Source: an optimization exercise on an open RTL-to-GDS flow (aim: small area). Production flows keep margins and buffers that such runs may drop.
Only simulation tests tie the RTL to the original design; equivalence was not proved.
No activity file was given, so power comes from the tool's default toggle rates.

==> flow/design.v <==
module blinkled
(
  input CLK,
  input RST,
  output [32-1:0] maxi_awaddr,
  output [8-1:0] maxi_awlen,
  output [3-1:0] maxi_awsize,
  output [2-1:0] maxi_awburst,
  output [1-1:0] maxi_awlock,
  output [4-1:0] maxi_awcache,
  output [3-1:0] maxi_awprot,
  output [4-1:0] maxi_awqos,
  output [2-1:0] maxi_awuser,
  output maxi_awvalid,
  input maxi_awready,
  output [32-1:0] maxi_wdata,
  output [4-1:0] maxi_wstrb,
  output maxi_wlast,
  output maxi_wvalid,
  input maxi_wready,
  input [2-1:0] maxi_bresp,
  input maxi_bvalid,
  output maxi_bready,
  output [32-1:0] maxi_araddr,
  output [8-1:0] maxi_arlen,
  output [3-1:0] maxi_arsize,
  output [2-1:0] maxi_arburst,
  output [1-1:0] maxi_arlock,
  output [4-1:0] maxi_arcache,
  output [3-1:0] maxi_arprot,
  output [4-1:0] maxi_arqos,
  output [2-1:0] maxi_aruser,
  output maxi_arvalid,
  input maxi_arready,
  input [32-1:0] maxi_rdata,
  input [2-1:0] maxi_rresp,
  input maxi_rlast,
  input maxi_rvalid,
  output maxi_rready,
  input [32-1:0] saxi_awaddr,
  input [4-1:0] saxi_awcache,
  input [3-1:0] saxi_awprot,
  input saxi_awvalid,
  output saxi_awready,
  input [32-1:0] saxi_wdata,
  input [4-1:0] saxi_wstrb,
  input saxi_wvalid,
  output saxi_wready,
  output [2-1:0] saxi_bresp,
  output saxi_bvalid,
  input saxi_bready,
  input [32-1:0] saxi_araddr,
  input [4-1:0] saxi_arcache,
  input [3-1:0] saxi_arprot,
  input saxi_arvalid,
  output saxi_arready,
  output [32-1:0] saxi_rdata,
  output [2-1:0] saxi_rresp,
  output saxi_rvalid,
  input saxi_rready
);
  assign maxi_awlen   = 8'd0;
  assign maxi_awsize  = 3'd2;
  assign maxi_awburst = 2'd1;
  assign maxi_awlock  = 1'd0;
  assign maxi_awcache = 4'd3;
  assign maxi_awprot  = 3'd0;
  assign maxi_awqos   = 4'd0;
  assign maxi_awuser  = 2'd0;
  assign maxi_wstrb   = 4'hf;
  assign maxi_wlast   = 1'b1;
  assign maxi_bready  = 1'b1;
  assign maxi_arlen   = 8'd0;
  assign maxi_arsize  = 3'd2;
  assign maxi_arburst = 2'd1;
  assign maxi_arlock  = 1'd0;
  assign maxi_arcache = 4'd3;
  assign maxi_arprot  = 3'd0;
  assign maxi_arqos   = 4'd0;
  assign maxi_aruser  = 2'd0;
  assign saxi_bresp   = 2'd0;
  assign saxi_rresp   = 2'd0;
  reg [31:0] r_n, r_a, r_b, r_c, r_s6, r_s7;
  reg        bvalid_r, rvalid_r, rbusy;
  reg [2:0]  raddr;
  wire       busy;
  wire wr = saxi_awvalid & saxi_wvalid & ~bvalid_r;
  wire rd = saxi_arvalid & ~rvalid_r;
  assign saxi_awready = wr;
  assign saxi_wready  = wr;
  assign saxi_arready = ~rvalid_r;
  assign saxi_bvalid  = bvalid_r;
  assign saxi_rvalid  = rvalid_r;
  reg [31:0] rdata_mux;
  always @* begin
    case (raddr)
      3'd2: rdata_mux = r_n;
      3'd3: rdata_mux = r_a;
      3'd4: rdata_mux = r_b;
      3'd5: rdata_mux = r_c;
      3'd6: rdata_mux = r_s6;
      3'd7: rdata_mux = r_s7;
      default: rdata_mux = {31'd0, rbusy};
    endcase
  end
  assign saxi_rdata = rdata_mux;
  wire start = wr & (saxi_awaddr[4:2] == 3'd0) & (saxi_wdata == 32'd1);
  always @(posedge CLK) begin
    if (RST) begin
      bvalid_r <= 1'b0;
      rvalid_r <= 1'b0;
    end else begin
      if (wr) bvalid_r <= 1'b1;
      else if (saxi_bready) bvalid_r <= 1'b0;
      if (rd) rvalid_r <= 1'b1;
      else if (saxi_rready) rvalid_r <= 1'b0;
    end
    if (rd) begin
      raddr <= saxi_araddr[4:2];
      rbusy <= busy;
    end
    if (wr) begin
      case (saxi_awaddr[4:2])
        3'd2: r_n  <= saxi_wdata;
        3'd3: r_a  <= saxi_wdata;
        3'd4: r_b  <= saxi_wdata;
        3'd5: r_c  <= saxi_wdata;
        3'd6: r_s6 <= saxi_wdata;
        3'd7: r_s7 <= saxi_wdata;
        default: ;
      endcase
    end
  end
  wire [4:0] n5  = r_n[4:0];
  wire [3:0] nm1 = n5 - 5'd1;
  function [29:0] addr_add;
    input [29:0] base;
    input [7:0]  off;
    reg c;
    reg p;
    integer i;
    begin
      c = 1'b0;
      for (i = 0; i < 8; i = i + 1) begin
        addr_add[i] = base[i] ^ off[i] ^ c;
        c = (base[i] & off[i]) | (c & (base[i] ^ off[i]));
      end
      p = 1'b1;
      for (i = 8; i < 30; i = i + 1) begin
        addr_add[i] = base[i] ^ (c & p);
        p = p & base[i];
      end
    end
  endfunction
  reg       ar_run, ar_sel;
  reg [3:0] ak, aj, ai;
  reg [7:0] arow, boff;
  reg       aw_v;
  reg [1:0] wcnt;
  wire ak_last = (ak == nm1);
  wire aj_last = (aj == nm1);
  wire ai_last = (ai == nm1);
  wire elem_end = ar_sel & ak_last;
  wire [7:0]  rowoff = arow + {4'd0, aw_v ? aj : ak};
  wire [7:0]  off    = (ar_sel & ~aw_v) ? boff : rowoff;
  wire [29:0] base   = aw_v ? r_c[31:2] : ar_sel ? r_b[31:2] : r_a[31:2];
  wire [29:0] addr   = addr_add(base, off);
  assign maxi_araddr  = {addr, 2'b00};
  assign maxi_awaddr  = {addr, 2'b00};
  assign maxi_arvalid = ar_run & ~aw_v & ~(elem_end & (wcnt == 2'd3));
  assign maxi_awvalid = aw_v;
  assign busy = ar_run | (wcnt != 2'd0);
  wire ar_hs = maxi_arvalid & maxi_arready;
  wire job_end = elem_end & aj_last & ai_last;
  always @(posedge CLK) begin
    if (RST) begin
      ar_run <= 1'b0;
      aw_v <= 1'b0;
      wcnt <= 2'd0;
    end else begin
      if (start) ar_run <= 1'b1;
      else if (ar_hs & job_end) ar_run <= 1'b0;
      if (start | (ar_hs & elem_end & ~job_end)) aw_v <= 1'b1;
      else if (maxi_awready) aw_v <= 1'b0;
      wcnt <= wcnt + {1'b0, start | (ar_hs & elem_end & ~job_end)} - {1'b0, maxi_bvalid};
    end
    if (start) begin
      ar_sel <= 1'b0;
      ak <= 4'd0; aj <= 4'd0; ai <= 4'd0;
      arow <= 8'd0; boff <= 8'd0;
    end else if (ar_hs) begin
      ar_sel <= ~ar_sel;
      if (ar_sel) begin
        boff <= (ak_last & aj_last) ? 8'd0 : boff + 8'd1;
        ak <= ak_last ? 4'd0 : ak + 4'd1;
        if (ak_last) begin
          aj <= aj_last ? 4'd0 : aj + 4'd1;
          if (aj_last) begin
            arow <= arow + {3'd0, n5};
            ai <= ai + 4'd1;
          end
        end
      end
    end
  end
  localparam Q_A = 3'd0, Q_A3 = 3'd1, Q_L = 3'd2, Q_F = 3'd3,
             Q_B0 = 3'd4, Q_B1 = 3'd5, Q_B2 = 3'd6, Q_W = 3'd7;
  reg [2:0]  q;
  reg [31:0] X, acc;
  reg [2:0]  cr;
  reg [3:0]  ck;
  wire qa     = (q[2:1] == 2'b00);             
  wire slice3 = (q == Q_A3) | (q == Q_L);
  wire bslice = q[2] & ~(q[1] & q[0]);         
  reg [8:0] ybus;
  always @* begin
    case (q[1:0])
      2'd0: ybus = {maxi_rdata[7:0], 1'b0};
      2'd1: ybus = maxi_rdata[15:7];
      default: ybus = maxi_rdata[23:15];
    endcase
  end
  wire [8:0]  y  = ({9{slice3}} & X[8:0]) | ({9{bslice}} & ybus);
  wire [31:0] xm = slice3 ? {X[31:9], 9'd0} : X;
  wire [31:0] sum;
  wire [2:0]  co;
  mac_core u_mac (.x(xm), .y(y), .acc(acc), .ci(cr), .sum(sum), .co(co));
  assign maxi_rready = qa | (q == Q_B2);
  assign maxi_wdata  = acc;
  assign maxi_wvalid = (q == Q_W);
  wire w_hs = (q == Q_W) & maxi_wready;
  always @(posedge CLK) begin
    if (RST | start) begin
      q <= Q_A;
    end else begin
      case (q)
        Q_A, Q_A3: if (maxi_rvalid) q <= Q_B0;
                   else q <= Q_A;
        Q_B0: if (maxi_rvalid) q <= Q_B1;
        Q_B1: if (maxi_rvalid) q <= Q_B2;
        Q_B2: if (maxi_rvalid) q <= (ck == nm1) ? Q_L : Q_A3;
        Q_L: q <= (co == 3'd0) ? Q_W : Q_F;
        Q_F: if (co == 3'd0) q <= Q_W;
        default: if (maxi_wready) q <= Q_A;
      endcase
    end
    if (start | w_hs) begin
      acc <= 32'd0;
      cr <= 3'd0;
      ck <= 4'd0;
    end else if (slice3 | (bslice & maxi_rvalid) | (q == Q_F)) begin
      acc <= sum;
      cr <= co;
    end
    if (qa & maxi_rvalid) X <= maxi_rdata;
    else if (bslice & maxi_rvalid) begin
      if (q == Q_B2) begin
        X <= {X[23:1], maxi_rdata[31:23]};
        ck <= ck + 4'd1;
      end else begin
        X <= {X[23:0], 8'd0};
      end
    end
  end
endmodule
module mac_core (
  input  [31:0] x,
  input  [8:0]  y,
  input  [31:0] acc,
  input  [2:0]  ci,
  output [31:0] sum,
  output [2:0]  co
);
  wire one1 = y[1] ^ y[0];
  wire two2 = (y[2] & ~y[1] & ~y[0]) | (~y[2] & y[1] & y[0]);
  wire neg3 = y[2] & ~(y[1] & y[0]);
  wire pp4 = ((one1 & x[0]) ^ neg3);
  wire pp5 = (((one1 & x[1]) | (two2 & x[0])) ^ neg3);
  wire pp6 = (((one1 & x[2]) | (two2 & x[1])) ^ neg3);
  wire pp7 = (((one1 & x[3]) | (two2 & x[2])) ^ neg3);
  wire pp8 = (((one1 & x[4]) | (two2 & x[3])) ^ neg3);
  wire pp9 = (((one1 & x[5]) | (two2 & x[4])) ^ neg3);
  wire pp10 = (((one1 & x[6]) | (two2 & x[5])) ^ neg3);
  wire pp11 = (((one1 & x[7]) | (two2 & x[6])) ^ neg3);
  wire pp12 = (((one1 & x[8]) | (two2 & x[7])) ^ neg3);
  wire pp13 = (((one1 & x[9]) | (two2 & x[8])) ^ neg3);
  wire pp14 = (((one1 & x[10]) | (two2 & x[9])) ^ neg3);
  wire pp15 = (((one1 & x[11]) | (two2 & x[10])) ^ neg3);
  wire pp16 = (((one1 & x[12]) | (two2 & x[11])) ^ neg3);
  wire pp17 = (((one1 & x[13]) | (two2 & x[12])) ^ neg3);
  wire pp18 = (((one1 & x[14]) | (two2 & x[13])) ^ neg3);
  wire pp19 = (((one1 & x[15]) | (two2 & x[14])) ^ neg3);
  wire pp20 = (((one1 & x[16]) | (two2 & x[15])) ^ neg3);
  wire pp21 = (((one1 & x[17]) | (two2 & x[16])) ^ neg3);
  wire pp22 = (((one1 & x[18]) | (two2 & x[17])) ^ neg3);
  wire pp23 = (((one1 & x[19]) | (two2 & x[18])) ^ neg3);
  wire pp24 = (((one1 & x[20]) | (two2 & x[19])) ^ neg3);
  wire pp25 = (((one1 & x[21]) | (two2 & x[20])) ^ neg3);
  wire pp26 = (((one1 & x[22]) | (two2 & x[21])) ^ neg3);
  wire pp27 = (((one1 & x[23]) | (two2 & x[22])) ^ neg3);
  wire pp28 = (((one1 & x[24]) | (two2 & x[23])) ^ neg3);
  wire pp29 = (((one1 & x[25]) | (two2 & x[24])) ^ neg3);
  wire pp30 = (((one1 & x[26]) | (two2 & x[25])) ^ neg3);
  wire pp31 = (((one1 & x[27]) | (two2 & x[26])) ^ neg3);
  wire pp32 = (((one1 & x[28]) | (two2 & x[27])) ^ neg3);
  wire pp33 = (((one1 & x[29]) | (two2 & x[28])) ^ neg3);
  wire pp34 = (((one1 & x[30]) | (two2 & x[29])) ^ neg3);
  wire pp35 = (((one1 & x[31]) | (two2 & x[30])) ^ neg3);
  wire one36 = y[3] ^ y[2];
  wire two37 = (y[4] & ~y[3] & ~y[2]) | (~y[4] & y[3] & y[2]);
  wire neg38 = y[4] & ~(y[3] & y[2]);
  wire pp39 = ((one36 & x[0]) ^ neg38);
  wire pp40 = (((one36 & x[1]) | (two37 & x[0])) ^ neg38);
  wire pp41 = (((one36 & x[2]) | (two37 & x[1])) ^ neg38);
  wire pp42 = (((one36 & x[3]) | (two37 & x[2])) ^ neg38);
  wire pp43 = (((one36 & x[4]) | (two37 & x[3])) ^ neg38);
  wire pp44 = (((one36 & x[5]) | (two37 & x[4])) ^ neg38);
  wire pp45 = (((one36 & x[6]) | (two37 & x[5])) ^ neg38);
  wire pp46 = (((one36 & x[7]) | (two37 & x[6])) ^ neg38);
  wire pp47 = (((one36 & x[8]) | (two37 & x[7])) ^ neg38);
  wire pp48 = (((one36 & x[9]) | (two37 & x[8])) ^ neg38);
  wire pp49 = (((one36 & x[10]) | (two37 & x[9])) ^ neg38);
  wire pp50 = (((one36 & x[11]) | (two37 & x[10])) ^ neg38);
  wire pp51 = (((one36 & x[12]) | (two37 & x[11])) ^ neg38);
  wire pp52 = (((one36 & x[13]) | (two37 & x[12])) ^ neg38);
  wire pp53 = (((one36 & x[14]) | (two37 & x[13])) ^ neg38);
  wire pp54 = (((one36 & x[15]) | (two37 & x[14])) ^ neg38);
  wire pp55 = (((one36 & x[16]) | (two37 & x[15])) ^ neg38);
  wire pp56 = (((one36 & x[17]) | (two37 & x[16])) ^ neg38);
  wire pp57 = (((one36 & x[18]) | (two37 & x[17])) ^ neg38);
  wire pp58 = (((one36 & x[19]) | (two37 & x[18])) ^ neg38);
  wire pp59 = (((one36 & x[20]) | (two37 & x[19])) ^ neg38);
  wire pp60 = (((one36 & x[21]) | (two37 & x[20])) ^ neg38);
  wire pp61 = (((one36 & x[22]) | (two37 & x[21])) ^ neg38);
  wire pp62 = (((one36 & x[23]) | (two37 & x[22])) ^ neg38);
  wire pp63 = (((one36 & x[24]) | (two37 & x[23])) ^ neg38);
  wire pp64 = (((one36 & x[25]) | (two37 & x[24])) ^ neg38);
  wire pp65 = (((one36 & x[26]) | (two37 & x[25])) ^ neg38);
  wire pp66 = (((one36 & x[27]) | (two37 & x[26])) ^ neg38);
  wire pp67 = (((one36 & x[28]) | (two37 & x[27])) ^ neg38);
  wire pp68 = (((one36 & x[29]) | (two37 & x[28])) ^ neg38);
  wire one69 = y[5] ^ y[4];
  wire two70 = (y[6] & ~y[5] & ~y[4]) | (~y[6] & y[5] & y[4]);
  wire neg71 = y[6] & ~(y[5] & y[4]);
  wire pp72 = ((one69 & x[0]) ^ neg71);
  wire pp73 = (((one69 & x[1]) | (two70 & x[0])) ^ neg71);
  wire pp74 = (((one69 & x[2]) | (two70 & x[1])) ^ neg71);
  wire pp75 = (((one69 & x[3]) | (two70 & x[2])) ^ neg71);
  wire pp76 = (((one69 & x[4]) | (two70 & x[3])) ^ neg71);
  wire pp77 = (((one69 & x[5]) | (two70 & x[4])) ^ neg71);
  wire pp78 = (((one69 & x[6]) | (two70 & x[5])) ^ neg71);
  wire pp79 = (((one69 & x[7]) | (two70 & x[6])) ^ neg71);
  wire pp80 = (((one69 & x[8]) | (two70 & x[7])) ^ neg71);
  wire pp81 = (((one69 & x[9]) | (two70 & x[8])) ^ neg71);
  wire pp82 = (((one69 & x[10]) | (two70 & x[9])) ^ neg71);
  wire pp83 = (((one69 & x[11]) | (two70 & x[10])) ^ neg71);
  wire pp84 = (((one69 & x[12]) | (two70 & x[11])) ^ neg71);
  wire pp85 = (((one69 & x[13]) | (two70 & x[12])) ^ neg71);
  wire pp86 = (((one69 & x[14]) | (two70 & x[13])) ^ neg71);
  wire pp87 = (((one69 & x[15]) | (two70 & x[14])) ^ neg71);
  wire pp88 = (((one69 & x[16]) | (two70 & x[15])) ^ neg71);
  wire pp89 = (((one69 & x[17]) | (two70 & x[16])) ^ neg71);
  wire pp90 = (((one69 & x[18]) | (two70 & x[17])) ^ neg71);
  wire pp91 = (((one69 & x[19]) | (two70 & x[18])) ^ neg71);
  wire pp92 = (((one69 & x[20]) | (two70 & x[19])) ^ neg71);
  wire pp93 = (((one69 & x[21]) | (two70 & x[20])) ^ neg71);
  wire pp94 = (((one69 & x[22]) | (two70 & x[21])) ^ neg71);
  wire pp95 = (((one69 & x[23]) | (two70 & x[22])) ^ neg71);
  wire pp96 = (((one69 & x[24]) | (two70 & x[23])) ^ neg71);
  wire pp97 = (((one69 & x[25]) | (two70 & x[24])) ^ neg71);
  wire pp98 = (((one69 & x[26]) | (two70 & x[25])) ^ neg71);
  wire pp99 = (((one69 & x[27]) | (two70 & x[26])) ^ neg71);
  wire one100 = y[7] ^ y[6];
  wire two101 = (y[8] & ~y[7] & ~y[6]) | (~y[8] & y[7] & y[6]);
  wire neg102 = y[8] & ~(y[7] & y[6]);
  wire pp103 = ((one100 & x[0]) ^ neg102);
  wire pp104 = (((one100 & x[1]) | (two101 & x[0])) ^ neg102);
  wire pp105 = (((one100 & x[2]) | (two101 & x[1])) ^ neg102);
  wire pp106 = (((one100 & x[3]) | (two101 & x[2])) ^ neg102);
  wire pp107 = (((one100 & x[4]) | (two101 & x[3])) ^ neg102);
  wire pp108 = (((one100 & x[5]) | (two101 & x[4])) ^ neg102);
  wire pp109 = (((one100 & x[6]) | (two101 & x[5])) ^ neg102);
  wire pp110 = (((one100 & x[7]) | (two101 & x[6])) ^ neg102);
  wire pp111 = (((one100 & x[8]) | (two101 & x[7])) ^ neg102);
  wire pp112 = (((one100 & x[9]) | (two101 & x[8])) ^ neg102);
  wire pp113 = (((one100 & x[10]) | (two101 & x[9])) ^ neg102);
  wire pp114 = (((one100 & x[11]) | (two101 & x[10])) ^ neg102);
  wire pp115 = (((one100 & x[12]) | (two101 & x[11])) ^ neg102);
  wire pp116 = (((one100 & x[13]) | (two101 & x[12])) ^ neg102);
  wire pp117 = (((one100 & x[14]) | (two101 & x[13])) ^ neg102);
  wire pp118 = (((one100 & x[15]) | (two101 & x[14])) ^ neg102);
  wire pp119 = (((one100 & x[16]) | (two101 & x[15])) ^ neg102);
  wire pp120 = (((one100 & x[17]) | (two101 & x[16])) ^ neg102);
  wire pp121 = (((one100 & x[18]) | (two101 & x[17])) ^ neg102);
  wire pp122 = (((one100 & x[19]) | (two101 & x[18])) ^ neg102);
  wire pp123 = (((one100 & x[20]) | (two101 & x[19])) ^ neg102);
  wire pp124 = (((one100 & x[21]) | (two101 & x[20])) ^ neg102);
  wire pp125 = (((one100 & x[22]) | (two101 & x[21])) ^ neg102);
  wire pp126 = (((one100 & x[23]) | (two101 & x[22])) ^ neg102);
  wire pp127 = (((one100 & x[24]) | (two101 & x[23])) ^ neg102);
  wire pp128 = (((one100 & x[25]) | (two101 & x[24])) ^ neg102);
  wire s129 = pp8 ^ pp41;
  wire c130 = pp8 & pp41;
  wire s131 = pp9 ^ pp42;
  wire c132 = pp9 & pp42;
  wire p133 = pp10 ^ pp43;
  wire s134 = p133 ^ pp74;
  wire c135 = (pp10 & pp43) | (p133 & pp74);
  wire s136 = pp103 ^ neg102;
  wire c137 = pp103 & neg102;
  wire p138 = pp11 ^ pp44;
  wire s139 = p138 ^ pp75;
  wire c140 = (pp11 & pp44) | (p138 & pp75);
  wire s141 = pp104 ^ acc[7];
  wire c142 = pp104 & acc[7];
  wire p143 = pp12 ^ pp45;
  wire s144 = p143 ^ pp76;
  wire c145 = (pp12 & pp45) | (p143 & pp76);
  wire s146 = pp105 ^ acc[8];
  wire c147 = pp105 & acc[8];
  wire p148 = pp13 ^ pp46;
  wire s149 = p148 ^ pp77;
  wire c150 = (pp13 & pp46) | (p148 & pp77);
  wire s151 = pp106 ^ acc[9];
  wire c152 = pp106 & acc[9];
  wire p153 = pp14 ^ pp47;
  wire s154 = p153 ^ pp78;
  wire c155 = (pp14 & pp47) | (p153 & pp78);
  wire s156 = pp107 ^ acc[10];
  wire c157 = pp107 & acc[10];
  wire p158 = pp15 ^ pp48;
  wire s159 = p158 ^ pp79;
  wire c160 = (pp15 & pp48) | (p158 & pp79);
  wire s161 = pp108 ^ acc[11];
  wire c162 = pp108 & acc[11];
  wire p163 = pp16 ^ pp49;
  wire s164 = p163 ^ pp80;
  wire c165 = (pp16 & pp49) | (p163 & pp80);
  wire s166 = pp109 ^ acc[12];
  wire c167 = pp109 & acc[12];
  wire p168 = pp17 ^ pp50;
  wire s169 = p168 ^ pp81;
  wire c170 = (pp17 & pp50) | (p168 & pp81);
  wire s171 = pp110 ^ acc[13];
  wire c172 = pp110 & acc[13];
  wire p173 = pp18 ^ pp51;
  wire s174 = p173 ^ pp82;
  wire c175 = (pp18 & pp51) | (p173 & pp82);
  wire s176 = pp111 ^ acc[14];
  wire c177 = pp111 & acc[14];
  wire p178 = pp19 ^ pp52;
  wire s179 = p178 ^ pp83;
  wire c180 = (pp19 & pp52) | (p178 & pp83);
  wire s181 = pp112 ^ acc[15];
  wire c182 = pp112 & acc[15];
  wire p183 = pp20 ^ pp53;
  wire s184 = p183 ^ pp84;
  wire c185 = (pp20 & pp53) | (p183 & pp84);
  wire s186 = pp113 ^ acc[16];
  wire c187 = pp113 & acc[16];
  wire p188 = pp21 ^ pp54;
  wire s189 = p188 ^ pp85;
  wire c190 = (pp21 & pp54) | (p188 & pp85);
  wire s191 = pp114 ^ acc[17];
  wire c192 = pp114 & acc[17];
  wire p193 = pp22 ^ pp55;
  wire s194 = p193 ^ pp86;
  wire c195 = (pp22 & pp55) | (p193 & pp86);
  wire s196 = pp115 ^ acc[18];
  wire c197 = pp115 & acc[18];
  wire p198 = pp23 ^ pp56;
  wire s199 = p198 ^ pp87;
  wire c200 = (pp23 & pp56) | (p198 & pp87);
  wire s201 = pp116 ^ acc[19];
  wire c202 = pp116 & acc[19];
  wire p203 = pp24 ^ pp57;
  wire s204 = p203 ^ pp88;
  wire c205 = (pp24 & pp57) | (p203 & pp88);
  wire s206 = pp117 ^ acc[20];
  wire c207 = pp117 & acc[20];
  wire p208 = pp25 ^ pp58;
  wire s209 = p208 ^ pp89;
  wire c210 = (pp25 & pp58) | (p208 & pp89);
  wire s211 = pp118 ^ acc[21];
  wire c212 = pp118 & acc[21];
  wire p213 = pp26 ^ pp59;
  wire s214 = p213 ^ pp90;
  wire c215 = (pp26 & pp59) | (p213 & pp90);
  wire s216 = pp119 ^ acc[22];
  wire c217 = pp119 & acc[22];
  wire p218 = pp27 ^ pp60;
  wire s219 = p218 ^ pp91;
  wire c220 = (pp27 & pp60) | (p218 & pp91);
  wire s221 = pp120 ^ acc[23];
  wire c222 = pp120 & acc[23];
  wire p223 = pp28 ^ pp61;
  wire s224 = p223 ^ pp92;
  wire c225 = (pp28 & pp61) | (p223 & pp92);
  wire s226 = pp121 ^ acc[24];
  wire c227 = pp121 & acc[24];
  wire p228 = pp29 ^ pp62;
  wire s229 = p228 ^ pp93;
  wire c230 = (pp29 & pp62) | (p228 & pp93);
  wire s231 = pp122 ^ acc[25];
  wire c232 = pp122 & acc[25];
  wire p233 = pp30 ^ pp63;
  wire s234 = p233 ^ pp94;
  wire c235 = (pp30 & pp63) | (p233 & pp94);
  wire s236 = pp123 ^ acc[26];
  wire c237 = pp123 & acc[26];
  wire p238 = pp31 ^ pp64;
  wire s239 = p238 ^ pp95;
  wire c240 = (pp31 & pp64) | (p238 & pp95);
  wire s241 = pp124 ^ acc[27];
  wire c242 = pp124 & acc[27];
  wire p243 = pp32 ^ pp65;
  wire s244 = p243 ^ pp96;
  wire c245 = (pp32 & pp65) | (p243 & pp96);
  wire s246 = pp125 ^ acc[28];
  wire c247 = pp125 & acc[28];
  wire p248 = pp33 ^ pp66;
  wire s249 = p248 ^ pp97;
  wire c250 = (pp33 & pp66) | (p248 & pp97);
  wire s251 = pp126 ^ acc[29];
  wire c252 = pp126 & acc[29];
  wire p253 = pp34 ^ pp67;
  wire s254 = p253 ^ pp98;
  wire c255 = (pp34 & pp67) | (p253 & pp98);
  wire s256 = pp127 ^ acc[30];
  wire c257 = pp127 & acc[30];
  wire p258 = pp35 ^ pp68;
  wire s259 = p258 ^ pp99;
  wire c260 = (pp35 & pp68) | (p258 & pp99);
  wire s261 = pp128 ^ acc[31];
  wire c262 = pp128 & acc[31];
  wire s263 = pp6 ^ pp39;
  wire c264 = pp6 & pp39;
  wire s265 = pp7 ^ pp40;
  wire c266 = pp7 & pp40;
  wire p267 = s129 ^ pp72;
  wire s268 = p267 ^ neg71;
  wire c269 = (s129 & pp72) | (p267 & neg71);
  wire p270 = s131 ^ pp73;
  wire s271 = p270 ^ acc[5];
  wire c272 = (s131 & pp73) | (p270 & acc[5]);
  wire p273 = s134 ^ s136;
  wire s274 = p273 ^ acc[6];
  wire c275 = (s134 & s136) | (p273 & acc[6]);
  wire p276 = s139 ^ s141;
  wire s277 = p276 ^ c135;
  wire c278 = (s139 & s141) | (p276 & c135);
  wire p279 = s144 ^ s146;
  wire s280 = p279 ^ c140;
  wire c281 = (s144 & s146) | (p279 & c140);
  wire p282 = s149 ^ s151;
  wire s283 = p282 ^ c145;
  wire c284 = (s149 & s151) | (p282 & c145);
  wire p285 = s154 ^ s156;
  wire s286 = p285 ^ c150;
  wire c287 = (s154 & s156) | (p285 & c150);
  wire p288 = s159 ^ s161;
  wire s289 = p288 ^ c155;
  wire c290 = (s159 & s161) | (p288 & c155);
  wire p291 = s164 ^ s166;
  wire s292 = p291 ^ c160;
  wire c293 = (s164 & s166) | (p291 & c160);
  wire p294 = s169 ^ s171;
  wire s295 = p294 ^ c165;
  wire c296 = (s169 & s171) | (p294 & c165);
  wire p297 = s174 ^ s176;
  wire s298 = p297 ^ c170;
  wire c299 = (s174 & s176) | (p297 & c170);
  wire p300 = s179 ^ s181;
  wire s301 = p300 ^ c175;
  wire c302 = (s179 & s181) | (p300 & c175);
  wire p303 = s184 ^ s186;
  wire s304 = p303 ^ c180;
  wire c305 = (s184 & s186) | (p303 & c180);
  wire p306 = s189 ^ s191;
  wire s307 = p306 ^ c185;
  wire c308 = (s189 & s191) | (p306 & c185);
  wire p309 = s194 ^ s196;
  wire s310 = p309 ^ c190;
  wire c311 = (s194 & s196) | (p309 & c190);
  wire p312 = s199 ^ s201;
  wire s313 = p312 ^ c195;
  wire c314 = (s199 & s201) | (p312 & c195);
  wire p315 = s204 ^ s206;
  wire s316 = p315 ^ c200;
  wire c317 = (s204 & s206) | (p315 & c200);
  wire p318 = s209 ^ s211;
  wire s319 = p318 ^ c205;
  wire c320 = (s209 & s211) | (p318 & c205);
  wire p321 = s214 ^ s216;
  wire s322 = p321 ^ c210;
  wire c323 = (s214 & s216) | (p321 & c210);
  wire p324 = s219 ^ s221;
  wire s325 = p324 ^ c215;
  wire c326 = (s219 & s221) | (p324 & c215);
  wire p327 = s224 ^ s226;
  wire s328 = p327 ^ c220;
  wire c329 = (s224 & s226) | (p327 & c220);
  wire p330 = s229 ^ s231;
  wire s331 = p330 ^ c225;
  wire c332 = (s229 & s231) | (p330 & c225);
  wire p333 = s234 ^ s236;
  wire s334 = p333 ^ c230;
  wire c335 = (s234 & s236) | (p333 & c230);
  wire p336 = s239 ^ s241;
  wire s337 = p336 ^ c235;
  wire c338 = (s239 & s241) | (p336 & c235);
  wire p339 = s244 ^ s246;
  wire s340 = p339 ^ c240;
  wire c341 = (s244 & s246) | (p339 & c240);
  wire p342 = s249 ^ s251;
  wire s343 = p342 ^ c245;
  wire c344 = (s249 & s251) | (p342 & c245);
  wire p345 = s254 ^ s256;
  wire s346 = p345 ^ c250;
  wire c347 = (s254 & s256) | (p345 & c250);
  wire p348 = s259 ^ s261;
  wire s349 = p348 ^ c255;
  wire c350 = (s259 & s261) | (p348 & c255);
  wire s351 = pp4 ^ neg3;
  wire c352 = pp4 & neg3;
  wire s353 = pp5 ^ acc[1];
  wire c354 = pp5 & acc[1];
  wire p355 = s263 ^ neg38;
  wire s356 = p355 ^ acc[2];
  wire c357 = (s263 & neg38) | (p355 & acc[2]);
  wire p358 = s265 ^ acc[3];
  wire s359 = p358 ^ c264;
  wire c360 = (s265 & acc[3]) | (p358 & c264);
  wire p361 = s268 ^ acc[4];
  wire s362 = p361 ^ c266;
  wire c363 = (s268 & acc[4]) | (p361 & c266);
  wire p364 = s271 ^ c130;
  wire s365 = p364 ^ c269;
  wire c366 = (s271 & c130) | (p364 & c269);
  wire p367 = s274 ^ c132;
  wire s368 = p367 ^ c272;
  wire c369 = (s274 & c132) | (p367 & c272);
  wire p370 = s277 ^ c137;
  wire s371 = p370 ^ c275;
  wire c372 = (s277 & c137) | (p370 & c275);
  wire p373 = s280 ^ c142;
  wire s374 = p373 ^ c278;
  wire c375 = (s280 & c142) | (p373 & c278);
  wire p376 = s283 ^ c147;
  wire s377 = p376 ^ c281;
  wire c378 = (s283 & c147) | (p376 & c281);
  wire p379 = s286 ^ c152;
  wire s380 = p379 ^ c284;
  wire c381 = (s286 & c152) | (p379 & c284);
  wire p382 = s289 ^ c157;
  wire s383 = p382 ^ c287;
  wire c384 = (s289 & c157) | (p382 & c287);
  wire p385 = s292 ^ c162;
  wire s386 = p385 ^ c290;
  wire c387 = (s292 & c162) | (p385 & c290);
  wire p388 = s295 ^ c167;
  wire s389 = p388 ^ c293;
  wire c390 = (s295 & c167) | (p388 & c293);
  wire p391 = s298 ^ c172;
  wire s392 = p391 ^ c296;
  wire c393 = (s298 & c172) | (p391 & c296);
  wire p394 = s301 ^ c177;
  wire s395 = p394 ^ c299;
  wire c396 = (s301 & c177) | (p394 & c299);
  wire p397 = s304 ^ c182;
  wire s398 = p397 ^ c302;
  wire c399 = (s304 & c182) | (p397 & c302);
  wire p400 = s307 ^ c187;
  wire s401 = p400 ^ c305;
  wire c402 = (s307 & c187) | (p400 & c305);
  wire p403 = s310 ^ c192;
  wire s404 = p403 ^ c308;
  wire c405 = (s310 & c192) | (p403 & c308);
  wire p406 = s313 ^ c197;
  wire s407 = p406 ^ c311;
  wire c408 = (s313 & c197) | (p406 & c311);
  wire p409 = s316 ^ c202;
  wire s410 = p409 ^ c314;
  wire c411 = (s316 & c202) | (p409 & c314);
  wire p412 = s319 ^ c207;
  wire s413 = p412 ^ c317;
  wire c414 = (s319 & c207) | (p412 & c317);
  wire p415 = s322 ^ c212;
  wire s416 = p415 ^ c320;
  wire c417 = (s322 & c212) | (p415 & c320);
  wire p418 = s325 ^ c217;
  wire s419 = p418 ^ c323;
  wire c420 = (s325 & c217) | (p418 & c323);
  wire p421 = s328 ^ c222;
  wire s422 = p421 ^ c326;
  wire c423 = (s328 & c222) | (p421 & c326);
  wire p424 = s331 ^ c227;
  wire s425 = p424 ^ c329;
  wire c426 = (s331 & c227) | (p424 & c329);
  wire p427 = s334 ^ c232;
  wire s428 = p427 ^ c332;
  wire c429 = (s334 & c232) | (p427 & c332);
  wire p430 = s337 ^ c237;
  wire s431 = p430 ^ c335;
  wire c432 = (s337 & c237) | (p430 & c335);
  wire p433 = s340 ^ c242;
  wire s434 = p433 ^ c338;
  wire c435 = (s340 & c242) | (p433 & c338);
  wire p436 = s343 ^ c247;
  wire s437 = p436 ^ c341;
  wire c438 = (s343 & c247) | (p436 & c341);
  wire p439 = s346 ^ c252;
  wire s440 = p439 ^ c344;
  wire c441 = (s346 & c252) | (p439 & c344);
  wire p442 = s349 ^ c257;
  wire s443 = p442 ^ c347;
  wire c444 = (s349 & c257) | (p442 & c347);
  wire s445 = s351 ^ acc[0];
  wire c446 = s351 & acc[0];
  wire p447 = s353 ^ c352;
  wire s448 = p447 ^ c446;
  wire c449 = (s353 & c352) | (p447 & c446);
  wire p450 = s356 ^ c354;
  wire s451 = p450 ^ c449;
  wire c452 = (s356 & c354) | (p450 & c449);
  wire p453 = s359 ^ c357;
  wire s454 = p453 ^ c452;
  wire c455 = (s359 & c357) | (p453 & c452);
  wire p456 = s362 ^ c360;
  wire s457 = p456 ^ c455;
  wire c458 = (s362 & c360) | (p456 & c455);
  wire p459 = s365 ^ c363;
  wire s460 = p459 ^ c458;
  wire c461 = (s365 & c363) | (p459 & c458);
  wire p462 = s368 ^ c366;
  wire s463 = p462 ^ c461;
  wire c464 = (s368 & c366) | (p462 & c461);
  wire p465 = s371 ^ c369;
  wire s466 = p465 ^ c464;
  wire c467 = (s371 & c369) | (p465 & c464);
  wire p468 = s374 ^ c372;
  wire s469 = p468 ^ ci[0];
  wire c470 = (s374 & c372) | (p468 & ci[0]);
  wire p471 = s377 ^ c375;
  wire s472 = p471 ^ c470;
  wire c473 = (s377 & c375) | (p471 & c470);
  wire p474 = s380 ^ c378;
  wire s475 = p474 ^ c473;
  wire c476 = (s380 & c378) | (p474 & c473);
  wire p477 = s383 ^ c381;
  wire s478 = p477 ^ c476;
  wire c479 = (s383 & c381) | (p477 & c476);
  wire p480 = s386 ^ c384;
  wire s481 = p480 ^ c479;
  wire c482 = (s386 & c384) | (p480 & c479);
  wire p483 = s389 ^ c387;
  wire s484 = p483 ^ c482;
  wire c485 = (s389 & c387) | (p483 & c482);
  wire p486 = s392 ^ c390;
  wire s487 = p486 ^ c485;
  wire c488 = (s392 & c390) | (p486 & c485);
  wire p489 = s395 ^ c393;
  wire s490 = p489 ^ c488;
  wire c491 = (s395 & c393) | (p489 & c488);
  wire p492 = s398 ^ c396;
  wire s493 = p492 ^ ci[1];
  wire c494 = (s398 & c396) | (p492 & ci[1]);
  wire p495 = s401 ^ c399;
  wire s496 = p495 ^ c494;
  wire c497 = (s401 & c399) | (p495 & c494);
  wire p498 = s404 ^ c402;
  wire s499 = p498 ^ c497;
  wire c500 = (s404 & c402) | (p498 & c497);
  wire p501 = s407 ^ c405;
  wire s502 = p501 ^ c500;
  wire c503 = (s407 & c405) | (p501 & c500);
  wire p504 = s410 ^ c408;
  wire s505 = p504 ^ c503;
  wire c506 = (s410 & c408) | (p504 & c503);
  wire p507 = s413 ^ c411;
  wire s508 = p507 ^ c506;
  wire c509 = (s413 & c411) | (p507 & c506);
  wire p510 = s416 ^ c414;
  wire s511 = p510 ^ c509;
  wire c512 = (s416 & c414) | (p510 & c509);
  wire p513 = s419 ^ c417;
  wire s514 = p513 ^ c512;
  wire c515 = (s419 & c417) | (p513 & c512);
  wire p516 = s422 ^ c420;
  wire s517 = p516 ^ ci[2];
  wire c518 = (s422 & c420) | (p516 & ci[2]);
  wire p519 = s425 ^ c423;
  wire s520 = p519 ^ c518;
  wire c521 = (s425 & c423) | (p519 & c518);
  wire p522 = s428 ^ c426;
  wire s523 = p522 ^ c521;
  wire c524 = (s428 & c426) | (p522 & c521);
  wire p525 = s431 ^ c429;
  wire s526 = p525 ^ c524;
  wire c527 = (s431 & c429) | (p525 & c524);
  wire p528 = s434 ^ c432;
  wire s529 = p528 ^ c527;
  wire c530 = (s434 & c432) | (p528 & c527);
  wire p531 = s437 ^ c435;
  wire s532 = p531 ^ c530;
  wire c533 = (s437 & c435) | (p531 & c530);
  wire p534 = s440 ^ c438;
  wire s535 = p534 ^ c533;
  wire c536 = (s440 & c438) | (p534 & c533);
  wire p537 = s443 ^ c441;
  wire s538 = p537 ^ c536;
  wire c539 = (s443 & c441) | (p537 & c536);
  assign sum = {s538, s535, s532, s529, s526, s523, s520, s517, s514, s511, s508, s505, s502, s499, s496, s493, s490, s487, s484, s481, s478, s475, s472, s469, s466, s463, s460, s457, s454, s451, s448, s445};
  assign co = {c515, c491, c467};
endmodule
==> flow/flow/run.sh <==
#!/bin/bash
# ORFS layout through the standard.sh, with these changes:
#  - after the standard synthesis, flow/fa_polarity.py re-chooses the
#    polarity of each full-adder cell (a full adder on inverted inputs gives
#    inverted outputs) to remove inverters; registers are untouched;
#  - smaller port buffers, one tie cell per constant;
#  - a clock tree of clkbuf_4 without dummy loads.
# Each tool's output goes to a log of its own in this folder.
set -euo pipefail
ARGS=(
  'BUFFER_PORTS_ARGS=-buffer_cell sky130_fd_sc_hd__buf_1'
  'SKIP_REPAIR_TIE_FANOUT=1'
  'CTS_ARGS=-sink_clustering_enable -repair_clock_nets -dont_use_dummy_load -sink_clustering_size 10 -sink_clustering_max_diameter 40 -buf_list {sky130_fd_sc_hd__clkbuf_4}'
)
R=orfs/results/sky130hd/blinkled/base
bash standard.sh "${ARGS[@]}" synth > flow_synth.log 2>&1
cp "$R/1_2_yosys.v" flow_1_2_yosys_standard.v
python3 flow/fa_polarity.py flow_1_2_yosys_standard.v "$R/1_2_yosys.v" > flow_fa_polarity.log 2>&1
rm -f "$R/1_synth.odb" "$R/1_synth.sdc"
bash standard.sh "${ARGS[@]}" finish > flow_make.log 2>&1
==> flow/flow/fa_polarity.py <==
#!/usr/bin/env python3
"""Remove inverters around full-adder cells of a flat sky130hd netlist.

A full adder is self-dual: FA(~a, ~b, ~c) = (~sum, ~cout).  This script
chooses, for each sky130_fd_sc_hd__fa_* cell, whether to implement it on the
complemented inputs (giving complemented outputs), so that as few inverters
as possible are needed, and rewrites the netlist with one inverter per net
that needs one.  Registers and all other cells are left as they are.

usage: fa_polarity.py IN.v OUT.v
"""
import re
import sys

OUT_PINS = {"X", "Y", "Q", "Q_N", "SUM", "COUT", "HI", "LO"}

src = open(sys.argv[1]).read()
inst_re = re.compile(r"(?ms)^  (sky130_fd_sc_hd__(\w+)) (\S+) \((.*?)\n  \);\n")
pin_re = re.compile(r"\.(\w+)\(([^()]*)\)")

insts = []
for m in inst_re.finditer(src):
    pins = [(p, n.strip()) for p, n in pin_re.findall(m.group(4))]
    insts.append(dict(span=m.span(), cell=m.group(1), typ=m.group(2), name=m.group(3), pins=pins))

# output ports (bit-level names as they appear on pins)
outports = set()
for m in re.finditer(r"(?m)^  output (\[(\d+):(\d+)\] )?(\S+);", src):
    if m.group(1):
        hi, lo = int(m.group(2)), int(m.group(3))
        for b in range(min(hi, lo), max(hi, lo) + 1):
            outports.add(f"{m.group(4)}[{b}]")
    else:
        outports.add(m.group(4))

def is_inv(i):
    return re.fullmatch(r"(clk)?inv_\d+", i["typ"]) is not None

def is_fa(i):
    return re.fullmatch(r"fa_\d+", i["typ"]) is not None

# inverters we may remove: output net is not a port, input is not a constant
inv_of = {}   # output net -> input net
removable = set()
for k, i in enumerate(insts):
    if is_inv(i):
        d = dict(i["pins"])
        if d["Y"] not in outports and not d["A"].startswith(("1'", "0'")):
            inv_of[d["Y"]] = d["A"]
            removable.add(k)

def root(n):
    p = 0
    seen = 0
    while n in inv_of:
        n = inv_of[n]
        p ^= 1
        seen += 1
        if seen > 100:
            raise SystemExit("inverter loop")
    return n, p

# driver of each root net
drv = {}
for k, i in enumerate(insts):
    if k in removable:
        continue
    for p, n in i["pins"]:
        if p in OUT_PINS:
            drv[n] = k

# loads: (inst index, pin, root, parity)
loads = {}   # root -> list of (k, pin, parity)
for k, i in enumerate(insts):
    if k in removable:
        continue
    for p, n in i["pins"]:
        if p in OUT_PINS:
            continue
        r, par = root(n)
        loads.setdefault(r, []).append((k, p, par))
# output ports that are driven through removable inverters can't happen (kept)

fa_ids = [k for k, i in enumerate(insts) if is_fa(i)]
flip = {k: 0 for k in fa_ids}

def needs_inv(r):
    f = flip.get(drv.get(r, -1), 0)
    for k, p, par in loads.get(r, []):
        g = flip.get(k, 0)
        if par ^ g ^ f:
            return 1
    return 0

def roots_of(k):
    rs = set()
    for p, n in insts[k]["pins"]:
        if p in OUT_PINS:
            rs.add(n)
        else:
            rs.add(root(n)[0])
    return rs

before = sum(needs_inv(r) for r in loads)
changed = True
passes = 0
while changed and passes < 50:
    changed = False
    passes += 1
    for k in fa_ids:
        rs = roots_of(k)
        c0 = sum(needs_inv(r) for r in rs)
        flip[k] ^= 1
        c1 = sum(needs_inv(r) for r in rs)
        if c1 < c0:
            changed = True
        else:
            flip[k] ^= 1
# then a deterministic annealing pass, keeping the best assignment seen
import math
import random
rng = random.Random(1)
cur = sum(needs_inv(r) for r in loads)
best = dict(flip)
bestc = cur
STEPS = 200000
for it in range(STEPS):
    k = rng.choice(fa_ids)
    rs = roots_of(k)
    c0 = sum(needs_inv(r) for r in rs)
    flip[k] ^= 1
    d = sum(needs_inv(r) for r in rs) - c0
    T = max(0.05, 2.0 * (1 - it / STEPS))
    if d <= 0 or rng.random() < math.exp(-d / T):
        cur += d
        if cur < bestc:
            bestc = cur
            best = dict(flip)
    else:
        flip[k] ^= 1
flip.update(best)
after = sum(needs_inv(r) for r in loads)

# rewrite
def esc(n):
    return n + " " if n.startswith("\\") else n

newnet = {}
new_insts = []
for r in sorted(loads):
    if needs_inv(r):
        idx = len(newnet)
        nn = f"_fapol_n{idx}_"
        newnet[r] = nn
        new_insts.append(f"  sky130_fd_sc_hd__inv_1 _fapol_i{idx}_ (\n    .A({esc(r)}),\n    .Y({nn})\n  );\n")

def pin_net(k, p, n):
    r, par = root(n)
    f = flip.get(drv.get(r, -1), 0)
    g = flip.get(k, 0)
    return newnet[r] if (par ^ g ^ f) else r

out = []
pos = 0
for k, i in enumerate(insts):
    s, e = i["span"]
    out.append(src[pos:s])
    pos = e
    if k in removable:
        continue
    body = []
    for p, n in i["pins"]:
        body.append(f"    .{p}({esc(n if p in OUT_PINS else pin_net(k, p, n))})")
    out.append(f"  {i['cell']} {i['name']} (\n" + ",\n".join(body) + "\n  );\n")
rest = src[pos:]
decl = "".join(f"  wire {nn};\n" for nn in newnet.values())
ins = "".join(new_insts)
endm = rest.rindex("endmodule")
out.append(rest[:endm] + decl + ins + rest[endm:])
open(sys.argv[2], "w").write("".join(out))
print(f"fa cells {len(fa_ids)}, flipped {sum(flip.values())}, removable inverters {len(removable)}, "
      f"inverters before {before} (kept {len(insts) and sum(1 for i in insts if is_inv(i)) - len(removable)}), after {after}")
==> flow/standard.sh <==
#!/bin/bash
# synth_recipe.tcl (not shown) runs the flow's synth.tcl, then flattens the netlist and writes it again
# the make line also repeats each setting of config.mk as NAME=value (left out here)
make -C /OpenROAD-flow-scripts/flow DESIGN_CONFIG=/design/flow/config.mk WORK_HOME=/design/flow/orfs CLKGATE_MAP_FILE= SYNTH_SCRIPT=/design/flow/synth_recipe.tcl "${@:-finish}"
==> flow/config.mk <==
export PLATFORM = sky130hd
export DESIGN_NAME = blinkled
export DESIGN_NICKNAME = blinkled
export VERILOG_FILES = /design/flow/design.v
export SDC_FILE = /design/flow/constraint.sdc
export NUM_CORES = 4
export LEC_CHECK = 0
export CAP_MARGIN = 0
export CORE_MARGIN = 2
export CORE_UTILIZATION = 60
export SLEW_MARGIN = 0
==> flow/constraint.sdc <==
create_clock -name core_clock -period 10.0 [get_ports {CLK}]
set_input_delay 2.0000 -clock core_clock [delete_from_list [all_inputs] [get_ports {CLK}]]
set_output_delay 2.0000 -clock core_clock [all_outputs]
set_load 0.01 [all_outputs]
==> results of run 1 <==
## per-layer routing
layer | GRT usage [%] | wire, um | up-vias
li1 | - | - | 6385
met1 | 36.1 | 19600 | 6892
met2 | 50.9 | 25100 | 502
met3 | 5.18 | 3320 | 100
met4 | 10.4 | 1560 | 0
met5 | 0 | 0 | -
## layout by cell type (no fill, tap or decap), drive strengths merged, types with 54 or more instances in the layout
cell type and instances:
buf 267, edfxtp 228, a22oi 195, fa 119, nand2 107, nor2 105, xnor2 98, xor2 91
inv 89, dfxtp 77, a21oi 59, ha 54
## worst max-delay path: stages, from the launching register on
cell and delay [ns]:
dfxtp_2 0.41, mux2_2 0.36, ha_1 0.21, fa_1 0.50
mux2i_1 0.12, fa_1 0.44, fa_1 0.39, fa_1 0.39
fa_1 0.39, fa_1 0.39, fa_1 0.39, fa_1 0.48
a211o_1 0.33, nor4_4 0.45, nand3b_4 0.19, or4_4 0.59
nor4_4 0.14, buf_4 0.18, a211o_1 0.12, and4_1 0.27
buf_1 0.17
## final cells by class
class / instances / area, um^2 / share of cell area, %
Sequential cell: 305 / 8390 / 40.3
Clock buffer: 46 / 345 / 1.66
Antenna cell: 1 / 2.50 / 0.0120
Timing Repair Buffer: 267 / 1240 / 5.97
Inverter: 89 / 334 / 1.60
Tap cell: 442 / 553 / 2.66
Multi-Input combinational cell: 1160 / 9960 / 47.8
## repair_timing
action,CTS,global route
endpoints found under the setup margin,0,4
gates resized for setup,0,1
setup buffers,0,1
## through the flow
stage	area, um^2	worst slack [ns]	std cells	hold WS, ns	util (%)
after floorplan	19800	0.520	1776	0.474	-
after global placement	20500	0.362	2262	0.465	62.9
after detailed placement	20500	0.280	2262	0.469	62.9
after CTS	20800	0.00318	2308	0.478	64.0
after global routing	20800	0.0377	2310	0.513	64.0
final	20800	0.313	2310	0.476	64.0
## final timing paths
path	slack (ns)	cells after the start	end	from
worst max-delay path	0.31	20	maxi_awaddr[31]	aw_v$_SDFFE_PP0P_
worst min-delay path	0.48	2	acc[25]$_SDFFE_PP0P_	acc[25]$_SDFFE_PP0P_
worst max register to register	1.28	27	acc[31]$_SDFFE_PP0P_	q[0]$_SDFFE_PP0P_
worst min register to register	0.48	2	acc[25]$_SDFFE_PP0P_	acc[25]$_SDFFE_PP0P_
## power by group through the flow
stage | registers (mW) | clock network, mW | logic (mW)
after detailed placement | 1.63 | 0 | 3.22
after CTS | 1.60 | 0.643 | 3.24
after global routing | 1.62 | 0.685 | 3.72
after floorplan | 1.61 | 0 | 2.52
after global placement | 1.63 | 0 | 3.12
final | 1.60 | 0.618 | 3.18
## state kept, by name, summed over array words and instances, names as in the netlist, 32 cells and up
register / count
X: 32
r_s6: 32
acc: 32
r_a: 32
r_n: 32
r_b: 32
r_s7: 32
r_c: 32
==> metrics.cfg, run 1 <==
[outcome]
status=finished clean

[floorplanning]
core_um2=32500
die_h_um=186
die-width_um=186
io_pins=364
start_util_pct=60.8
die-area_um2=34500
rows=66

[power_and_ir_drop]
p_sw_share_pct=41.1
ir_worst_vdd_uv=236
power_switching_mw=2.21
p_comb_share_pct=58.9
power_density_nw_per_um2=259
seq_power_share_pct=29.6
internal-power_mw=3.18
power.leakage_nw=7.96
p_total_mw=5.39
clkPwrFrac_pct=11.5

[critical_path]
path_class=flop to primary output
crit_required_ns=8.00
start_kind=flop
crit_fanout=7
worstPathArrival_ns=7.69
crit_path_end_kind=primary output

[cts]
max-clock-path-buffers=3
cts_tree=built
cts_sinks=305
clk_latency_ns=0.76
clockRootBuffer=clkbuf_4
path_clk_slew_ns=0.09
cts_buffers=46
holdBufCountCts=0
cts_max_level=2

[yosys]
syn_area_um2=19800
post_synth_inst_count=1776
syn_area_per_cell_um2=11.1
yosys_warnings=1
syn_nets=2112

[sta]
hold_viol_final=0
finalMaxSlewViolations=0
slew_headroom_pct=25.2
period_minus_slack_ns=9.69
worst_slew_pin_slew_ns=1.12
max_freq_mhz=103
rsz0062_at_grt=false
clock_skew_ns=0.0743
fin_crit_sh_pct=96.9
tns_ns=0
setup_viol=0

[detailed_routing]
dr_total_vias=13900
avgViaCountPerCell=6.01
wl_per_cell_um=21.5
drt-total-wl_mm=49.6
route.detailed.drc=0
first_iter_violations=1091
ant_nets=0
first_pass_iters=6

[global_route]
grtUsageTotal_pct=29.0
gr-total-overflow=0
grt_max_degree=55
antenna_found_initial=1
grt_pass1_vias=13600
grt_pass1_wl_mm=75.4

[placement]
port_buffers=214
place_congestion=0.895
dpl.hpwl_mm=34.7

[final_layout]
fin_nets=2205
area_growth_pct=5.22
nFillCells=2657
drive_above_1_share_pct=9.37

[min_path]
hold_class=flop to flop

[flow_run]
maxCapViolCount=0

==> run 2, diff against run 1 <==
--- a/flow/design.v
+++ b/flow/design.v
@@ -133,8 +133,8 @@
   end
   wire [4:0] n5  = r_n[4:0];
   wire [3:0] nm1 = n5 - 5'd1;
-  function [29:0] addr_add;
-    input [29:0] base;
+  function [13:0] addr_add;
+    input [13:0] base;
     input [7:0]  off;
     reg c;
     reg p;
@@ -146,7 +146,7 @@
         c = (base[i] & off[i]) | (c & (base[i] ^ off[i]));
       end
       p = 1'b1;
-      for (i = 8; i < 30; i = i + 1) begin
+      for (i = 8; i < 14; i = i + 1) begin
         addr_add[i] = base[i] ^ (c & p);
         p = p & base[i];
       end
@@ -163,10 +163,10 @@
   wire elem_end = ar_sel & ak_last;
   wire [7:0]  rowoff = arow + {4'd0, aw_v ? aj : ak};
   wire [7:0]  off    = (ar_sel & ~aw_v) ? boff : rowoff;
-  wire [29:0] base   = aw_v ? r_c[31:2] : ar_sel ? r_b[31:2] : r_a[31:2];
-  wire [29:0] addr   = addr_add(base, off);
-  assign maxi_araddr  = {addr, 2'b00};
-  assign maxi_awaddr  = {addr, 2'b00};
+  wire [13:0] base   = aw_v ? r_c[15:2] : ar_sel ? r_b[15:2] : r_a[15:2];
+  wire [13:0] addr   = addr_add(base, off);
+  assign maxi_araddr  = {r_a[31:16], addr, 2'b00};
+  assign maxi_awaddr  = {r_c[31:16], addr, 2'b00};
   assign maxi_arvalid = ar_run & ~aw_v & ~(elem_end & (wcnt == 2'd3));
   assign maxi_awvalid = aw_v;
   assign busy = ar_run | (wcnt != 2'd0);
--- a/flow/config.mk
+++ b/flow/config.mk
@@ -7,5 +7,5 @@
 export LEC_CHECK = 0
 export CAP_MARGIN = 0
 export CORE_MARGIN = 2
-export CORE_UTILIZATION = 60
+export CORE_UTILIZATION = 75
 export SLEW_MARGIN = 0
==> run 2 against run 1 <==
Compared with the run above:
- highest routed layer unchanged
- still clean on timing, DRC and antenna
- synthesized area fell by 2.1%
- first-iteration DRC count fell by 7.2%
- critical endpoint is now acc[31]$_SDFFE_PP0P_
- sequential power barely moved
- design area fell by 3.8%
- sequential share of layout area rose by 1.6 points
- worst setup slack improved by 0.27 ns
- total power rose by 1.3%
- core utilization rose by 15 points
- wire length fell by 6.7%
- register-to-register slack got worse by 0.20 ns
- maximum frequency rose by 2.9%
- via count fell by 2.9%
==> metrics.cfg, run 2 <==
[outcome]
status=finished clean

[sta]
slew_headroom_pct=21.1  ; -4.2 points
rsz0062_at_grt=false
max_freq_mhz=106  ; +2.9%
tns_ns=0  ; unchanged
fin_crit_sh_pct=94.2  ; -2.7 points
clock_skew_ns=0.0588  ; -0.0155 ns
period_minus_slack_ns=9.42  ; -0.271 ns
hold_viol_final=0  ; unchanged
setup_viol=0  ; unchanged
worst_slew_pin_slew_ns=1.18  ; +0.0623 ns
finalMaxSlewViolations=0  ; unchanged

[cts]
cts_buffers=43  ; -6.5%
holdBufCountCts=0  ; unchanged
cts_max_level=2  ; unchanged
post_cts_buffers=0  ; unchanged
path_clk_slew_ns=0.06  ; -0.03 ns
cts_sinks=305  ; unchanged
clockRootBuffer=clkbuf_4
clk_latency_ns=0.68  ; -0.08 ns
cts_tree=built
max-clock-path-buffers=3  ; unchanged
cts_resized=0  ; unchanged

[detailed_routing]
drt-total-wl_mm=46.3  ; -6.7%
first_iter_violations=1012  ; -7.2%
dr_wl_met2_mm=23.4  ; -6.7%
wl_per_cell_um=21.9  ; +2.1%
avgViaCountPerCell=6.38  ; +6.2%
wl_met1_mm=17.2  ; -12%
ant_nets=0  ; unchanged
first_pass_iters=6  ; unchanged
routed.top_layer=met4
wl_met3_mm=3.91  ; +18%
route.detailed.drc=0  ; unchanged
dr_total_vias=13500  ; -2.9%

[flow_run]
maxCapViolCount=0  ; unchanged

[yosys]
yosys_warnings=1  ; unchanged
post_synth_inst_count=1721  ; -3.1%
syn_area_per_cell_um2=11.3  ; +1.1%
syn_area_um2=19400  ; -2.1%
syn_nets=2057  ; -2.6%

[power_and_ir_drop]
power_density_nw_per_um2=273  ; +5.2%
p_total_mw=5.46  ; +1.3%
ir_worst_vdd_uv=400  ; +69%
power.leakage_nw=7.48  ; -6.0%

[final_layout]
layout_common_cells=edfxtp_1 (228), buf_1 (214), a22oi_1 (194)
drive_above_1_share_pct=8.48  ; -0.89 points
design_area_um2=20000  ; -3.8%
area_growth_pct=3.38
fin_nets=2118  ; -3.9%
layout_commonest_cell=edfxtp_1

[critical_path]
crit_required_ns=10.56  ; +2.56 ns
start_kind=input pin
reg2reg_slack_ns=1.08  ; -0.20 ns
worstPathArrival_ns=9.97  ; +2.28 ns
crit_path_end_kind=flop
crit_start=maxi_rdata[17]
path_class=input pin to flop
r2r_cells=27  ; unchanged
rr_endpoint=acc[31]$_SDFFE_PP0P_
crit_fanout=9  ; +2
crit_path_end=acc[31]$_SDFFE_PP0P_
reg2reg_from=q[1]$_SDFFE_PP0P_

[min_path]
min_from=acc[27]$_SDFFE_PP0P_
hold_class=flop to flop

[global_route]
antenna_found_initial=1  ; unchanged
grt_pass1_wl_mm=70.9  ; -6.0%
grtUsageTotal_pct=34.4  ; +5.3 points
grt_pass1_vias=13600  ; +0.11%
grt_max_degree=55  ; unchanged
gr-total-overflow=0  ; unchanged

[floorplanning]
die_h_um=165  ; -11%
die-width_um=165  ; -11%
die-area_um2=27200  ; -21%
start_util_pct=76.8  ; +16 points
rows=58  ; -12%
core_um2=25300  ; -22%
io_pins=364  ; unchanged

[placement]
postPlaceCellArea_um2=19700  ; -3.7%
dpl.hpwl_mm=32.5  ; -6.5%
port_buffers=214  ; unchanged
place_congestion=0.925  ; +3.4%

## run 2: cell type report
class / count / area (um^2)
diodes: 2 / 5.00
clock buffers: 43 / 323
fillers: 1635 / 5210
inverters: 90 / 338
multi-input cells: 1088 / 9400
flip-flops and latches: 305 / 8390
well taps: 330 / 413
repair buffers: 254 / 1180
## run 2: worst max-delay path, stage by stage
cell and delay [ns]:
buf_1 0.11, mux2i_1 0.16, o21ai_1 0.10, a22oi_2 0.29
inv_1 0.18, ha_1 0.23, a21oi_2 0.52, inv_1 0.44
xnor2_1 0.27, fa_1 0.52, inv_1 0.05, fa_1 0.51
fa_1 0.51, fa_1 0.43, fa_1 0.40, fa_1 0.40
fa_1 0.40, fa_1 0.39, fa_1 0.38, fa_1 0.39
xnor2_1 0.21, xnor2_1 0.17, xnor2_1 0.16, xnor2_1 0.11
xnor2_1 0.25, xnor3_1 0.24, a21oi_1 0.14
## run 2: worst min-delay path by stage
stage | to | slack [ns] | cells past startpoint
finish | acc[27]$_SDFFE_PP0P_ | 0.48 | 2
global route | acc[21]$_SDFFE_PP0P_ | 0.51 | 2
CTS | acc[27]$_SDFFE_PP0P_ | 0.48 | 2
detailed placement | acc[10]$_SDFFE_PP0P_ | 0.47 | 2
global placement | acc[10]$_SDFFE_PP0P_ | 0.46 | 2
floorplan | boff[7]$_SDFFE_PP0P_ | 0.47 | 2
## run 2: routing by layer
metal  GRT usage [%]  vias up
li1                -     6087
met1            42.0     6641
met2            58.9      632
met3            6.86      122
met4            16.2        0
met5               0        -
## run 2: stage by stage
step                      instances  util (%)  setup slack (ns)  hold WS [ns]
final                          2112      79.4             0.584         0.478
after CTS                      2110      79.3             0.655         0.481
after floorplan                1721         -             0.767         0.474
after detailed placement       2067      78.1           0.00724         0.469
after global routing           2111      79.4             0.286         0.507
after global placement         2067      78.1             0.182         0.461
## run 2: report_power, final
group | internal (mW) | switching (mW)
Combinational | 1.51 | 1.77
Clock | 0.197 | 0.394
Sequential | 1.48 | 0.110
==> run 3, diff against run 2 <==
--- a/flow/config.mk
+++ b/flow/config.mk
@@ -7,5 +7,5 @@
 export LEC_CHECK = 0
 export CAP_MARGIN = 0
 export CORE_MARGIN = 2
-export CORE_UTILIZATION = 75
+export CORE_UTILIZATION = 60
 export SLEW_MARGIN = 0
==> run 3 against run 2 <==
Compared with the run above:
- first-iteration DRC count decreased by 11%
- design area increased by 0.49%
- die area increased by 24%
- final cell count increased by 3.9%
- maximum frequency increased by 5.3%
- clock skew increased by 0.015 ns
- via count decreased by 2.2%
- synthesized area unchanged
- clock power increased by 7.6%
- sequential cell count unchanged
- critical path type unchanged
- largest cell class unchanged
- largest power group unchanged
- highest routed layer is now met5
==> metrics.cfg, run 3 <==
[floorplanning]
die-area_um2=33800  ; +24%
die-width_um=184  ; +12%
core_um2=31700  ; +26%
die_h_um=184  ; +12%
start_util_pct=61.1  ; -16 points
rows=65  ; +12%
io_pins=364  ; unchanged

[detailed_routing]
routed.top_layer=met5
drt-total-wl_mm=48.1  ; +3.8%
ant_nets=0  ; unchanged
first_pass_iters=5  ; -1
wl_per_cell_um=21.9  ; -0.10%
wl_met1_mm=19.6  ; +14%
first_iter_violations=901  ; -11%
route.detailed.drc=0  ; unchanged
wl_met3_mm=3.11  ; -20%
dr_total_vias=13200  ; -2.2%
avgViaCountPerCell=6.01  ; -5.9%
dr_wl_met2_mm=23.6  ; +0.68%

[final_layout]
fin_nets=2127  ; +0.42%
layout_commonest_cell=edfxtp_1
layout.cells.non_filler=2195  ; +3.9%
drive_above_1_share_pct=8.89  ; +0.40 points
design_area_um2=20100  ; +0.49%
layout_common_cells=edfxtp_1 (228), buf_1 (214), a22oi_1 (194)
area_growth_pct=3.89
nFillCells=2664  ; +63%

[sta]
setup_viol=0  ; unchanged
clock_skew_ns=0.0735  ; +0.0147 ns
period_minus_slack_ns=8.94  ; -0.478 ns
max_freq_mhz=112  ; +5.3%
finalMaxSlewViolations=0  ; unchanged
rsz0062_at_grt=false
worst_slew_pin_slew_ns=1.14  ; -0.0383 ns
hold_viol_final=0  ; unchanged
fin_crit_sh_pct=89.4  ; -4.8 points
tns_ns=0  ; unchanged
slew_headroom_pct=23.6  ; +2.6 points

[yosys]
yosys_warnings=1  ; unchanged
syn_area_per_cell_um2=11.3  ; unchanged
post_synth_inst_count=1721  ; unchanged
syn_nets=2057  ; unchanged
syn_area_um2=19400  ; unchanged

[cts]
cts_sinks=305  ; unchanged
cts_max_level=2  ; unchanged
clockRootBuffer=clkbuf_4
cts_buffers=47  ; +9.3%
cts_resized=0  ; unchanged
cts_tree=built
post_cts_buffers=0  ; unchanged
holdBufCountCts=0  ; unchanged
path_clk_slew_ns=0.09  ; +0.03 ns
max-clock-path-buffers=3  ; unchanged
clk_latency_ns=0.77  ; +0.09 ns

[power_and_ir_drop]
power_switching_mw=2.28  ; +0.63%
internal-power_mw=3.19  ; about the same
p_sw_share_pct=41.7  ; +0.14 points
clkPwrFrac_pct=11.6  ; +0.8 points
power.leakage_nw=7.50  ; +0.31%
seq_power_share_pct=29.2  ; about the same
power_density_nw_per_um2=272  ; -0.21%
p_comb_share_pct=59.2  ; -0.8 points
ir_worst_vdd_uv=200  ; -50%

[outcome]
status=finished clean

[critical_path]
crit_required_ns=10.67  ; +0.11 ns
crit_fanout=18  ; +9
start_kind=input pin
crit_path_end_kind=flop
path_class=input pin to flop
worstPathArrival_ns=9.61  ; -0.36 ns

[min_path]
hold_class=flop to flop

[global_route]
grt_pass1_vias=13100  ; -3.5%
grt_max_degree=55  ; unchanged
gr-total-overflow=0  ; unchanged
grt_pass1_wl_mm=74.3  ; +4.8%
grtUsageTotal_pct=29.0  ; -5.3 points
antenna_found_initial=7  ; +6

[flow_run]
maxCapViolCount=0  ; unchanged

[placement]
place_congestion=0.886  ; -4.3%
dpl.hpwl_mm=33.1  ; +2.1%
port_buffers=214  ; unchanged
dpl.cell_count=2144  ; +3.7%
postPlaceCellArea_um2=19800  ; +0.32%

-- run 3: worst paths after layout --
path	cells past startpoint	start	slack, ns	end
min	2	acc[27]$_SDFFE_PP0P_	0.47	acc[27]$_SDFFE_PP0P_
max	25	maxi_rdata[17]	1.06	q[2]$_SDFFE_PP0P_
max reg2reg	24	q[2]$_SDFFE_PP0P_	1.46	q[2]$_SDFFE_PP0P_
min reg2reg	2	acc[27]$_SDFFE_PP0P_	0.47	acc[27]$_SDFFE_PP0P_
-- run 3: critical path, stage by stage --
cell and delay, ns:
buf_1 0.13, mux2i_1 0.16, o21ai_1 0.08, a22oi_2 0.27, inv_1 0.18, ha_1 0.66, buf_4 0.34, a22oi_1 0.12
nor2_1 0.16, xnor2_1 0.10, fa_1 0.43, fa_1 0.53, fa_1 0.44, fa_1 0.41, fa_1 0.41, fa_1 0.41
fa_1 0.43, fa_1 0.44, fa_1 0.41, fa_1 0.40, fa_1 0.36, inv_1 0.20, nand4_1 0.18, o21a_1 0.21
nor3_1 0.13
-- run 3: stage by stage --
| step | hold slack [ns] | power, mW | setup slack, ns | utilization (%) |
|---|---|---|---|---|
| floorplan | 0.474 | 4.13 | 0.767 | - |
| global placement | 0.461 | 4.81 | 0.424 | 62.4 |
| detailed placement | 0.471 | 4.91 | 0.351 | 62.4 |
| CTS | 0.476 | 5.55 | 1.17 | 63.5 |
| global route | 0.486 | 6.11 | 0.674 | 63.5 |
| finish | 0.472 | 5.48 | 1.06 | 63.5 |
-- run 3: cell type report --
cell class / instances / area [um^2] / share of cell area (%)
multi-input combinational: 1088 / 9400 / 46.6
tap: 402 / 503 / 2.50
sequential: 305 / 8390 / 41.6
antenna: 4 / 10.0 / 0.0497
timing repair buffer: 259 / 1150 / 5.73
inverter: 90 / 338 / 1.68
clock buffer: 47 / 353 / 1.75
-- run 3: power groups by stage --
stage / Combinational, mW / Clock (mW) / Sequential [mW]
2_1_floorplan: 2.53 / 0 / 1.61
3_3_place_gp: 3.19 / 0 / 1.62
3_5_place_dp: 3.28 / 0 / 1.63
4_1_cts: 3.30 / 0.652 / 1.60
5_1_grt: 3.80 / 0.694 / 1.62
6_report: 3.24 / 0.636 / 1.60
-- run 3: metal layers --
layer	global-route usage, %	vias to the layer above
met5	0	-
met4	12.5	6
met3	5.41	94
met2	48.5	468
met1	37.2	6507
li1	-	6106

==> what the ideal ports hide <==
No port has a modelled driver above. Below, the same layouts with a new extraction and two added sets of constraints. Step 1 sets driving cells, clkbuf_16 on the clock port and buf_2 on the other inputs (assumed; they add their load-dependent delay and slew). Step 2 moves the port delays by t, midway between the first and last clock arrival at a register: inputs arrive t later, outputs are due t later. That takes back most of the time a late clock gives input paths. Slacks: no drivers / after step 1 / after step 2; pairs: no drivers / after step 1.
| run | shift t [ns] | slack for setup (ns) | hold WS [ns] | worst setup path after step 2 | pins driven straight from the clock port |
|---|---|---|---|---|---|
| run 1 | 0.796 | 0.313 / 0.263 / 0.225 | 0.476 / 0.476 / 0.476 | input to register | 1 |
| run 2 | 0.709 | 0.584 / 0.612 / -0.096 | 0.478 / 0.478 / 0.478 | input to register | 1 |
| run 3 | 0.800 | 1.062 / 1.090 / 0.290 | 0.472 / 0.472 / 0.472 | input to register | 1 |
With both steps, setup timing fails in run 2, where it was met with ideal ports. For run 3, which loses most, drivers alone change the setup slack by +0.028 ns; drivers and shift together by -0.772 ns.
